Background: an optimization exercise with open tools, aiming at small area, a short achievable clock period and few clock cycles. Do not read the settings as production practice.
Only simulation tests tie the RTL to the original design; equivalence was not proved.

==> 11-01 <==
==> flow/design.v <==
module lc3(
	input clk,
	input rst,
	output memReq,
	output [15:0] memAddr,
	input memValid,
	input [15:0] memData,
	input [2:0] regSelExt,
	output [15:0] regOutExt,
	output reg NVal,
	output reg ZVal,
	output reg PVal);
	reg started;       
	reg vec;           
	reg ev;            
	reg [15:0] IR;     
	reg [15:0] A;      
	reg [127:0] R;     
	function [15:0] rd;
		input [127:0] rf;
		input [7:0] s;
		integer k;
		begin
			rd = 16'd0;
			for (k = 0; k < 8; k = k + 1)
				rd = rd | ({16{s[k]}} & rf[16*k +: 16]);
		end
	endfunction
	function [7:0] dec;
		input [2:0] s;
		dec = 8'd1 << s;
	endfunction
	wire resp = memValid & ~vec;                  
	wire mJMP  = ~memData[13] & ~memData[12];
	wire mTRAP =  memData[13] &  memData[12];
	wire [3:0] op = IR[15:12];
	wire xJMP   = ev & ~op[1] & ~op[0];
	wire isLEA  =  op[1] & ~op[0];
	wire isTRAP =  op[1] &  op[0];
	wire isNOT  = ~op[1] &  op[3];
	wire isAND  = ~op[1] & ~op[3] & op[2];
	wire [15:0] a = rd(R, dec(IR[8:6]) & {8{~isLEA}}) | ({16{isLEA}} & A);
	wire [15:0] r2 = rd(R, dec(IR[2:0]));
	wire [15:0] imm = isLEA ? {{7{IR[8]}}, IR[8:0]} : {{11{IR[4]}}, IR[4:0]};
	wire [15:0] b = (IR[5] | isLEA) ? imm : r2;
	wire [15:0] sum = a + b;
	wire [15:0] aInc = A + 16'd1;
	wire [15:0] wd = isTRAP ? aInc
	               : isNOT ? ~a
	               : isAND ? (a & b)
	               : sum;
	wire [2:0] wdr = isTRAP ? 3'd7 : IR[11:9];
	wire we = ev & (op[1] | op[0]);
	wire ldCC = ev & (op[1] ^ op[0]);
	assign memReq = ~started | xJMP | (memValid & (vec | ~mJMP));
	assign memAddr = vec ? memData
	               : xJMP ? a
	               : (resp & mTRAP) ? {8'h00, memData[7:0]}
	               : aInc;
	assign regOutExt = rd(R, dec(regSelExt));
	always @(posedge clk) begin
		if (rst) begin
			started <= 1'b0;
			vec <= 1'b0;
			ev <= 1'b0;
			A <= 16'hFFFF;
		end else begin
			started <= 1'b1;
			ev <= resp;
			if (memValid)
				vec <= ~vec & mTRAP;
			if (memReq & ~(resp & mTRAP))
				A <= memAddr;
		end
	end
	always @(posedge clk)
		IR <= memData;
	wire [15:0] wdat = rst ? 16'd0 : wd;
	genvar i;
	generate
		for (i = 0; i < 8; i = i + 1) begin : regs
			always @(posedge clk)
				if (rst || (we && wdr == i))
					R[16*i +: 16] <= wdat;
		end
	endgenerate
	reg ccp;           
	reg ccN;
	reg [3:0] ccZ;
	always @(posedge clk) begin
		ccN <= wd[15];
		ccZ <= {~|wd[15:12], ~|wd[11:8], ~|wd[7:4], ~|wd[3:0]};
	end
	wire zres = &ccZ;
	always @(posedge clk) begin
		if (rst) begin
			ccp <= 1'b0;
			NVal <= 1'b0;
			ZVal <= 1'b0;
			PVal <= 1'b0;
		end else begin
			ccp <= ldCC;
			if (ccp) begin
				NVal <= ccN;
				ZVal <= zres;
				PVal <= ~ccN & ~zres;
			end
		end
	end
endmodule
==> flow/flow/run.sh <==
#!/bin/bash
# The standard layout (the standard.sh, every ORFS step unchanged), except
# that the port buffers that ORFS's global placement inserts are buf_4 cells
# instead of the cell buffer_ports picks by itself (a slow delay buffer).
# make's full output goes to standard.log in this folder; ORFS's own per-step
# logs are under orfs/logs/.
set -euo pipefail
export BUFFER_PORTS_ARGS="-buffer_cell sky130_fd_sc_hd__buf_4"
bash standard.sh "BUFFER_PORTS_ARGS=-buffer_cell sky130_fd_sc_hd__buf_4" finish > standard.log 2>&1
==> flow/standard.sh <==
#!/bin/bash
# synth_recipe.tcl (not shown) runs the flow's synth.tcl, then flattens the netlist and writes it again
# the make line also repeats each setting of config.mk as NAME=value (left out here)
make -C /OpenROAD-flow-scripts/flow DESIGN_CONFIG=/design/flow/config.mk WORK_HOME=/design/flow/orfs CLKGATE_MAP_FILE= SYNTH_SCRIPT=/design/flow/synth_recipe.tcl "${@:-finish}"
==> flow/config.mk <==
export PLATFORM = sky130hd
export DESIGN_NAME = lc3
export DESIGN_NICKNAME = lc3
export VERILOG_FILES = /design/flow/design.v
export SDC_FILE = /design/flow/constraint.sdc
export NUM_CORES = 4
export LEC_CHECK = 0
export CAP_MARGIN = 20
export CORE_MARGIN = 2
export CORE_UTILIZATION = 40
export PLACE_DENSITY = 0.6
export SETUP_SLACK_MARGIN = 2.0
export SLEW_MARGIN = 20
==> flow/constraint.sdc <==
create_clock -name core_clock -period 6.0 [get_ports {clk}]
set_input_delay 1.2000 -clock core_clock [delete_from_list [all_inputs] [get_ports {clk}]]
set_output_delay 1.2000 -clock core_clock [all_outputs]
set_load 0.01 [all_outputs]
==> inputs of 08-18, as changes to 11-01 <==
==> flow/design.v (replaced) <==
module lc3(
	input clk,
	input rst,
	output memReq,
	output [15:0] memAddr,
	input memValid,
	input [15:0] memData,
	input [2:0] regSelExt,
	output [15:0] regOutExt,
	output reg NVal,
	output reg ZVal,
	output reg PVal);
	reg started;       
	reg vec;           
	reg [15:0] A;      
	reg [127:0] R;     
	function [15:0] rd;
		input [127:0] rf;
		input [2:0] s;
		case (s)
			3'd0: rd = rf[15:0];
			3'd1: rd = rf[31:16];
			3'd2: rd = rf[47:32];
			3'd3: rd = rf[63:48];
			3'd4: rd = rf[79:64];
			3'd5: rd = rf[95:80];
			3'd6: rd = rf[111:96];
			default: rd = rf[127:112];
		endcase
	endfunction
	wire [3:0] op = memData[15:12];
	wire isJMP  = ~op[1] & ~op[0];
	wire isLEA  =  op[1] & ~op[0];
	wire isTRAP =  op[1] &  op[0];
	wire exec = memValid & ~vec;
	wire [15:0] a = rd(R, memData[8:6]);
	wire [15:0] r2 = rd(R, memData[2:0]);
	wire [15:0] b = memData[5] ? {{11{memData[4]}}, memData[4:0]} : r2;
	wire [15:0] sum = a + b;
	wire [15:0] aluOut = op[3] ? ~a : (op[2] ? (a & b) : sum);
	wire [15:0] pcInc = A + 16'd1;
	wire [15:0] lea = A + {{7{memData[8]}}, memData[8:0]} + 16'd1;
	wire [15:0] aob = a | b;
	wire zsum = &((a ^ b) ~^ {aob[14:0], 1'b0});
	wire zres = op[1] ? (lea == 16'd0)
	          : op[3] ? (&a)
	          : op[2] ? ((a & b) == 16'd0)
	          : zsum;
	wire nres = op[1] ? lea[15] : aluOut[15];
	wire [15:0] wd = isTRAP ? pcInc : (isLEA ? lea : aluOut);
	wire [2:0] wdr = isTRAP ? 3'd7 : memData[11:9];
	wire we = exec & (op[1] | op[0]);
	wire ldCC = exec & (op[1] ^ op[0]);
	assign memReq = ~started | memValid;
	assign memAddr = vec ? memData
	               : (started & isJMP) ? a
	               : (started & isTRAP) ? {8'h00, memData[7:0]}
	               : pcInc;
	assign regOutExt = rd(R, regSelExt);
	always @(posedge clk) begin
		if (rst) begin
			started <= 1'b0;
			vec <= 1'b0;
			A <= 16'hFFFF;
		end else begin
			if (memReq) begin
				started <= 1'b1;
				A <= memAddr;
			end
			if (memValid)
				vec <= ~vec & isTRAP;
		end
	end
	genvar i;
	generate
		for (i = 0; i < 8; i = i + 1) begin : regs
			always @(posedge clk) begin
				if (rst)
					R[16*i +: 16] <= 16'd0;
				else if (we && wdr == i)
					R[16*i +: 16] <= wd;
			end
		end
	endgenerate
	always @(posedge clk) begin
		if (rst) begin
			NVal <= 1'b0;
			ZVal <= 1'b0;
			PVal <= 1'b0;
		end else if (ldCC) begin
			NVal <= nres;
			ZVal <= zres;
			PVal <= ~nres & ~zres;
		end
	end
endmodule
==> flow/run.sh (new file) <==
#!/bin/bash
# synth_recipe.tcl (not shown) runs the flow's synth.tcl, then flattens the netlist and writes it again
# the make line also repeats each setting of config.mk as NAME=value (left out here)
make -C /OpenROAD-flow-scripts/flow DESIGN_CONFIG=/design/flow/config.mk WORK_HOME=/design/flow/orfs CLKGATE_MAP_FILE= SYNTH_SCRIPT=/design/flow/synth_recipe.tcl finish
--- a/flow/config.mk
+++ b/flow/config.mk
@@ -9,5 +9,4 @@
 export CORE_MARGIN = 2
 export CORE_UTILIZATION = 40
 export PLACE_DENSITY = 0.6
-export SETUP_SLACK_MARGIN = 2.0
 export SLEW_MARGIN = 20
removed: flow/flow/run.sh
removed: flow/standard.sh
==> results_dict.tcl <==
set metrics [dict create \
    wire_per_inst_um 28.9 \
    p_sw_w 0.00148 \
    worst_slack_ps 1810 \
    synth-simple-area-share_pct 12.6 \
    clkCellAreaFrac_pct 4.28 \
    finalNonFillerCells 1416 \
    grt_pass1_wl_um 58400 \
    synth-xor-area-share_pct 1.68 \
    status "complete, no violations" \
    drtIter0Drc 1424 \
    reg2reg_depth 19 \
    syn_nets 1005 \
    synth_top_area_share_pct 36.9 \
]
the above is filed under 11-01

==> results_dict.tcl <==
set metrics [dict create \
    clkCellAreaFrac_pct 4.12 \
    finalNonFillerCells 2017 \
    worst_slack_ps 530 \
    status "complete, no violations" \
    p_sw_w 0.00133 \
    syn_nets 1668 \
    synth-simple-area-share_pct 21.7 \
    grt_pass1_wl_um 72500 \
    synth_top_area_share_pct 25.1 \
    wire_per_inst_um 23.8 \
    reg2reg_depth 14 \
    synth-xor-area-share_pct 3.46 \
]
the above is filed under 08-18

Testbench counts of 11-01, summed over its fixed seeds: cycles 13,268.
Testbench counts of 08-18, summed over its fixed seeds: cycles 12,107.

========
==> run a <==
Another version of the RTL of lc3 (not shown whole).
// lc3
module lc3(
	input clk,
	input rst,
	output memReq,
	output [15:0] memAddr,
	input memValid,
	input [15:0] memData,
	input [2:0] regSelExt,
	output [15:0] regOutExt,
	output reg NVal,
	output reg ZVal,
	output reg PVal);
==> module lc3, before the edit <==
module lc3(
	input clk,
	input rst,
	output memReq,
	output [15:0] memAddr,
	input memValid,
	input [15:0] memData,
	input [2:0] regSelExt,
	output [15:0] regOutExt,
	output reg NVal,
	output reg ZVal,
	output reg PVal);
	reg started;       
	reg vec;           
	reg ev;            
	reg xJMP;          
	reg [15:0] IR;     
	reg [15:0] A;      
	reg [127:0] R;     
	function [15:0] rd;
		input [127:0] rf;
		input [7:0] s;
		integer k;
		begin
			rd = 16'd0;
			for (k = 0; k < 8; k = k + 1)
				rd = rd | ({16{s[k]}} & rf[16*k +: 16]);
		end
	endfunction
	function [15:0] add16;
		input [15:0] x;
		input [15:0] y;
		reg [15:0] g, p, gn, pn;
		integer lvl, k;
		begin
			g = x & y;
			p = x ^ y;
			for (lvl = 1; lvl < 16; lvl = lvl * 2) begin
				gn = g;
				pn = p;
				for (k = lvl; k < 16; k = k + 1) begin
					gn[k] = g[k] | (p[k] & g[k - lvl]);
					pn[k] = p[k] & p[k - lvl];
				end
				g = gn;
				p = pn;
			end
			add16 = x ^ y ^ {g[14:0], 1'b0};
		end
	endfunction
	function [7:0] dec;
		input [2:0] s;
		dec = 8'd1 << s;
	endfunction
	wire resp = memValid & ~vec;                  
	wire mJMP  = ~memData[13] & ~memData[12];
	wire mTRAP =  memData[13] &  memData[12];
	wire [3:0] op = IR[15:12];
	wire isTRAP =  op[1] &  op[0];
	wire isNOT  = ~op[1] &  op[3];
	wire isAND  = ~op[1] & ~op[3] & op[2];
	reg isLEA, useImm;
	reg [7:0] s1, s2;
	always @(posedge clk) begin
		isLEA <= memData[13] & ~memData[12];
		useImm <= memData[5] | (memData[13] & ~memData[12]);
		s1 <= (memData[13] & ~memData[12]) ? 8'd0 : dec(memData[8:6]);
		s2 <= dec(memData[2:0]);
	end
	wire [15:0] a = rd(R, s1) | ({16{isLEA}} & A);
	wire [15:0] r2 = rd(R, s2);
	wire [15:0] imm = isLEA ? {{7{IR[8]}}, IR[8:0]} : {{11{IR[4]}}, IR[4:0]};
	wire [15:0] b = useImm ? imm : r2;
	wire [15:0] sum = add16(a, b);
	wire [15:0] aInc = A + 16'd1;
	wire selSum = ~rst & ~isTRAP & ~isNOT & ~isAND;
	wire [15:0] other = rst ? 16'd0
	                  : isTRAP ? aInc
	                  : isNOT ? ~a
	                  : (a & b);
	wire [15:0] wd = selSum ? sum : other;
	wire [2:0] wdr = isTRAP ? 3'd7 : IR[11:9];
	wire we = ev & (op[1] | op[0]);
	wire ldCC = ev & (op[1] ^ op[0]);
	wire [15:0] R7 = R[127:112];
	wire retNow = (memData[8:6] == 3'd7) & ~(we & (wdr == 3'd7));
	assign memReq = ~started | xJMP | (memValid & (vec | ~mJMP | retNow));
	wire selMD  = vec | (~xJMP & started & mTRAP);  
	wire selA   = ~vec & xJMP;                       
	wire selR7  = ~vec & ~xJMP & started & mJMP;     
	wire selInc = ~vec & ~xJMP & ~(started & (mTRAP | mJMP));
	assign memAddr = ({16{selMD}} & {memData[15:8] & {8{vec}}, memData[7:0]})
	               | ({16{selA}} & a)
	               | ({16{selR7}} & R7)
	               | ({16{selInc}} & aInc);
	assign regOutExt = rd(R, dec(regSelExt));
	always @(posedge clk) begin
		if (rst) begin
			started <= 1'b0;
			vec <= 1'b0;
			ev <= 1'b0;
			xJMP <= 1'b0;
			A <= 16'hFFFF;
		end else begin
			started <= 1'b1;
			ev <= resp;
			xJMP <= resp & mJMP & ~retNow;
			if (memValid)
				vec <= ~vec & mTRAP;
			if (memReq & ~(resp & mTRAP))
				A <= memAddr;
		end
	end
	always @(posedge clk)
		IR <= memData;
	genvar i;
	generate
		for (i = 0; i < 8; i = i + 1) begin : regs
			always @(posedge clk)
				if (rst || (we && wdr == i))
					R[16*i +: 16] <= wd;
		end
	endgenerate
	reg ccp;           
	reg ccN;
	reg [3:0] ccZ;
	always @(posedge clk) begin
		ccN <= wd[15];
		ccZ <= {~|wd[15:12], ~|wd[11:8], ~|wd[7:4], ~|wd[3:0]};
	end
	wire zres = &ccZ;
	always @(posedge clk) begin
		if (rst) begin
			ccp <= 1'b0;
			NVal <= 1'b0;
			ZVal <= 1'b0;
			PVal <= 1'b0;
		end else begin
			ccp <= ldCC;
			if (ccp) begin
				NVal <= ccN;
				ZVal <= zres;
				PVal <= ~ccN & ~zres;
			end
		end
	end
endmodule
clock: 6.0 ns
lec_check: 0
cap_margin: 20
core_margin: 2
core_utilization: 55
place_density: 0.75
setup_slack_margin: 2.5
slew_margin: 20
tns_end_percent: 10
standard.sh (not shown) runs the stock make flow with config.mk's settings and CLKGATE_MAP_FILE= SYNTH_SCRIPT=/design/flow/synth_recipe.tcl, a recipe that flattens the netlist after the stock synthesis.
==> flow/flow/run.sh <==
#!/bin/bash
# The standard layout (the standard.sh, every ORFS step unchanged), except
# that the port buffers that ORFS's global placement inserts are buf_4 cells
# instead of the cell buffer_ports picks by itself (a slow delay buffer).
# make's full output goes to standard.log in this folder; ORFS's own per-step
# logs are under orfs/logs/.
set -euo pipefail
export BUFFER_PORTS_ARGS="-buffer_cell sky130_fd_sc_hd__buf_4"
bash standard.sh "BUFFER_PORTS_ARGS=-buffer_cell sky130_fd_sc_hd__buf_4" finish > standard.log 2>&1
==> run b (differences from run a) <==
==> flow/design.v, changed modules only <==
module lc3(
	input clk,
	input rst,
	output memReq,
	output [15:0] memAddr,
	input memValid,
	input [15:0] memData,
	input [2:0] regSelExt,
	output [15:0] regOutExt,
	output reg NVal,
	output reg ZVal,
	output reg PVal);
	reg started;       
	reg vec;           
	reg ev;            
	reg [15:0] IR;     
	reg [15:0] A;      
	reg [127:0] R;     
	function [15:0] rd;
		input [127:0] rf;
		input [7:0] s;
		integer k;
		begin
			rd = 16'd0;
			for (k = 0; k < 8; k = k + 1)
				rd = rd | ({16{s[k]}} & rf[16*k +: 16]);
		end
	endfunction
	function [7:0] dec;
		input [2:0] s;
		dec = 8'd1 << s;
	endfunction
	wire resp = memValid & ~vec;                  
	wire mJMP  = ~memData[13] & ~memData[12];
	wire mTRAP =  memData[13] &  memData[12];
	wire [3:0] op = IR[15:12];
	wire xJMP   = ev & ~op[1] & ~op[0];
	wire isTRAP =  op[1] &  op[0];
	wire isNOT  = ~op[1] &  op[3];
	wire isAND  = ~op[1] & ~op[3] & op[2];
	reg isLEA;
	reg [7:0] s1, s2;
	always @(posedge clk) begin
		isLEA <= memData[13] & ~memData[12];
		s1 <= (memData[13] & ~memData[12]) ? 8'd0 : dec(memData[8:6]);
		s2 <= dec(memData[2:0]);
	end
	wire [15:0] a = rd(R, s1) | ({16{isLEA}} & A);
	wire [15:0] r2 = rd(R, s2);
	wire [15:0] imm = isLEA ? {{7{IR[8]}}, IR[8:0]} : {{11{IR[4]}}, IR[4:0]};
	wire [15:0] b = (IR[5] | isLEA) ? imm : r2;
	wire [15:0] sum = a + b;
	wire [15:0] aInc = A + 16'd1;
	wire selSum = ~rst & ~isTRAP & ~isNOT & ~isAND;
	wire [15:0] other = rst ? 16'd0
	                  : isTRAP ? aInc
	                  : isNOT ? ~a
	                  : (a & b);
	wire [15:0] wd = selSum ? sum : other;
	wire [2:0] wdr = isTRAP ? 3'd7 : IR[11:9];
	wire we = ev & (op[1] | op[0]);
	wire ldCC = ev & (op[1] ^ op[0]);
	assign memReq = ~started | xJMP | (memValid & (vec | ~mJMP));
	assign memAddr = vec ? memData
	               : xJMP ? a
	               : (started & mTRAP) ? {8'h00, memData[7:0]}
	               : aInc;
	assign regOutExt = rd(R, dec(regSelExt));
	always @(posedge clk) begin
		if (rst) begin
			started <= 1'b0;
			vec <= 1'b0;
			ev <= 1'b0;
			A <= 16'hFFFF;
		end else begin
			started <= 1'b1;
			ev <= resp;
			if (memValid)
				vec <= ~vec & mTRAP;
			if (memReq & ~(resp & mTRAP))
				A <= memAddr;
		end
	end
	always @(posedge clk)
		IR <= memData;
	genvar i;
	generate
		for (i = 0; i < 8; i = i + 1) begin : regs
			always @(posedge clk)
				if (rst || (we && wdr == i))
					R[16*i +: 16] <= wd;
		end
	endgenerate
	reg ccp;           
	reg ccN;
	reg [3:0] ccZ;
	always @(posedge clk) begin
		ccN <= wd[15];
		ccZ <= {~|wd[15:12], ~|wd[11:8], ~|wd[7:4], ~|wd[3:0]};
	end
	wire zres = &ccZ;
	always @(posedge clk) begin
		if (rst) begin
			ccp <= 1'b0;
			NVal <= 1'b0;
			ZVal <= 1'b0;
			PVal <= 1'b0;
		end else begin
			ccp <= ldCC;
			if (ccp) begin
				NVal <= ccN;
				ZVal <= zres;
				PVal <= ~ccN & ~zres;
			end
		end
	end
endmodule
==> notes <==
- Final area: run b is larger than run a (about 7%).
- Between run a and run b, the lower critical path depth is in run b (gap 6).
- Between run a and run b, the lower core utilization is in run a (gap 4.2 points).
- Of run a and run b, run b has the higher final cell count (gap 5.5%, measured against run b).
Testbench counts of run a, summed over its fixed seeds: cycles 12,904.
Testbench counts of run b, summed over its fixed seeds: cycles 13,268.

separate check: timing with driven ports:
In the flow no input, the clock included, has a driving cell. The finished layouts below were timed again as built, in two steps.
Step 1 (the two cells are an assumption about what drives the block):
set clk [get_ports {clk}]
set_driving_cell -lib_cell sky130_fd_sc_hd__clkbuf_16 $clk
set_driving_cell -lib_cell sky130_fd_sc_hd__buf_2 [delete_from_list [all_inputs] $clk]
Step 2 also shifts input and output timing later by t, the mid clock arrival at the registers, as if the neighbouring blocks saw the same clock.
a / b / c = ideal ports / drivers / drivers and shift; a / b = the first two.
run	shift t [ns]	setup WS [ns]	slew at the worst register clock pin (ns)
11-01	0.492	1.806 / 1.758 / 1.856	0.08 / 0.08
08-18	0.494	0.530 / 0.503 / 0.178	0.08 / 0.08
run a	0.490	2.193 / 2.193 / 1.870	0.08 / 0.08
run b	0.488	2.266 / 2.168 / 1.991	0.08 / 0.08
After both steps setup and hold are still met in every run listed. For 08-18, which loses most, drivers alone change the setup slack by -0.027 ns; drivers and shift together by -0.352 ns.
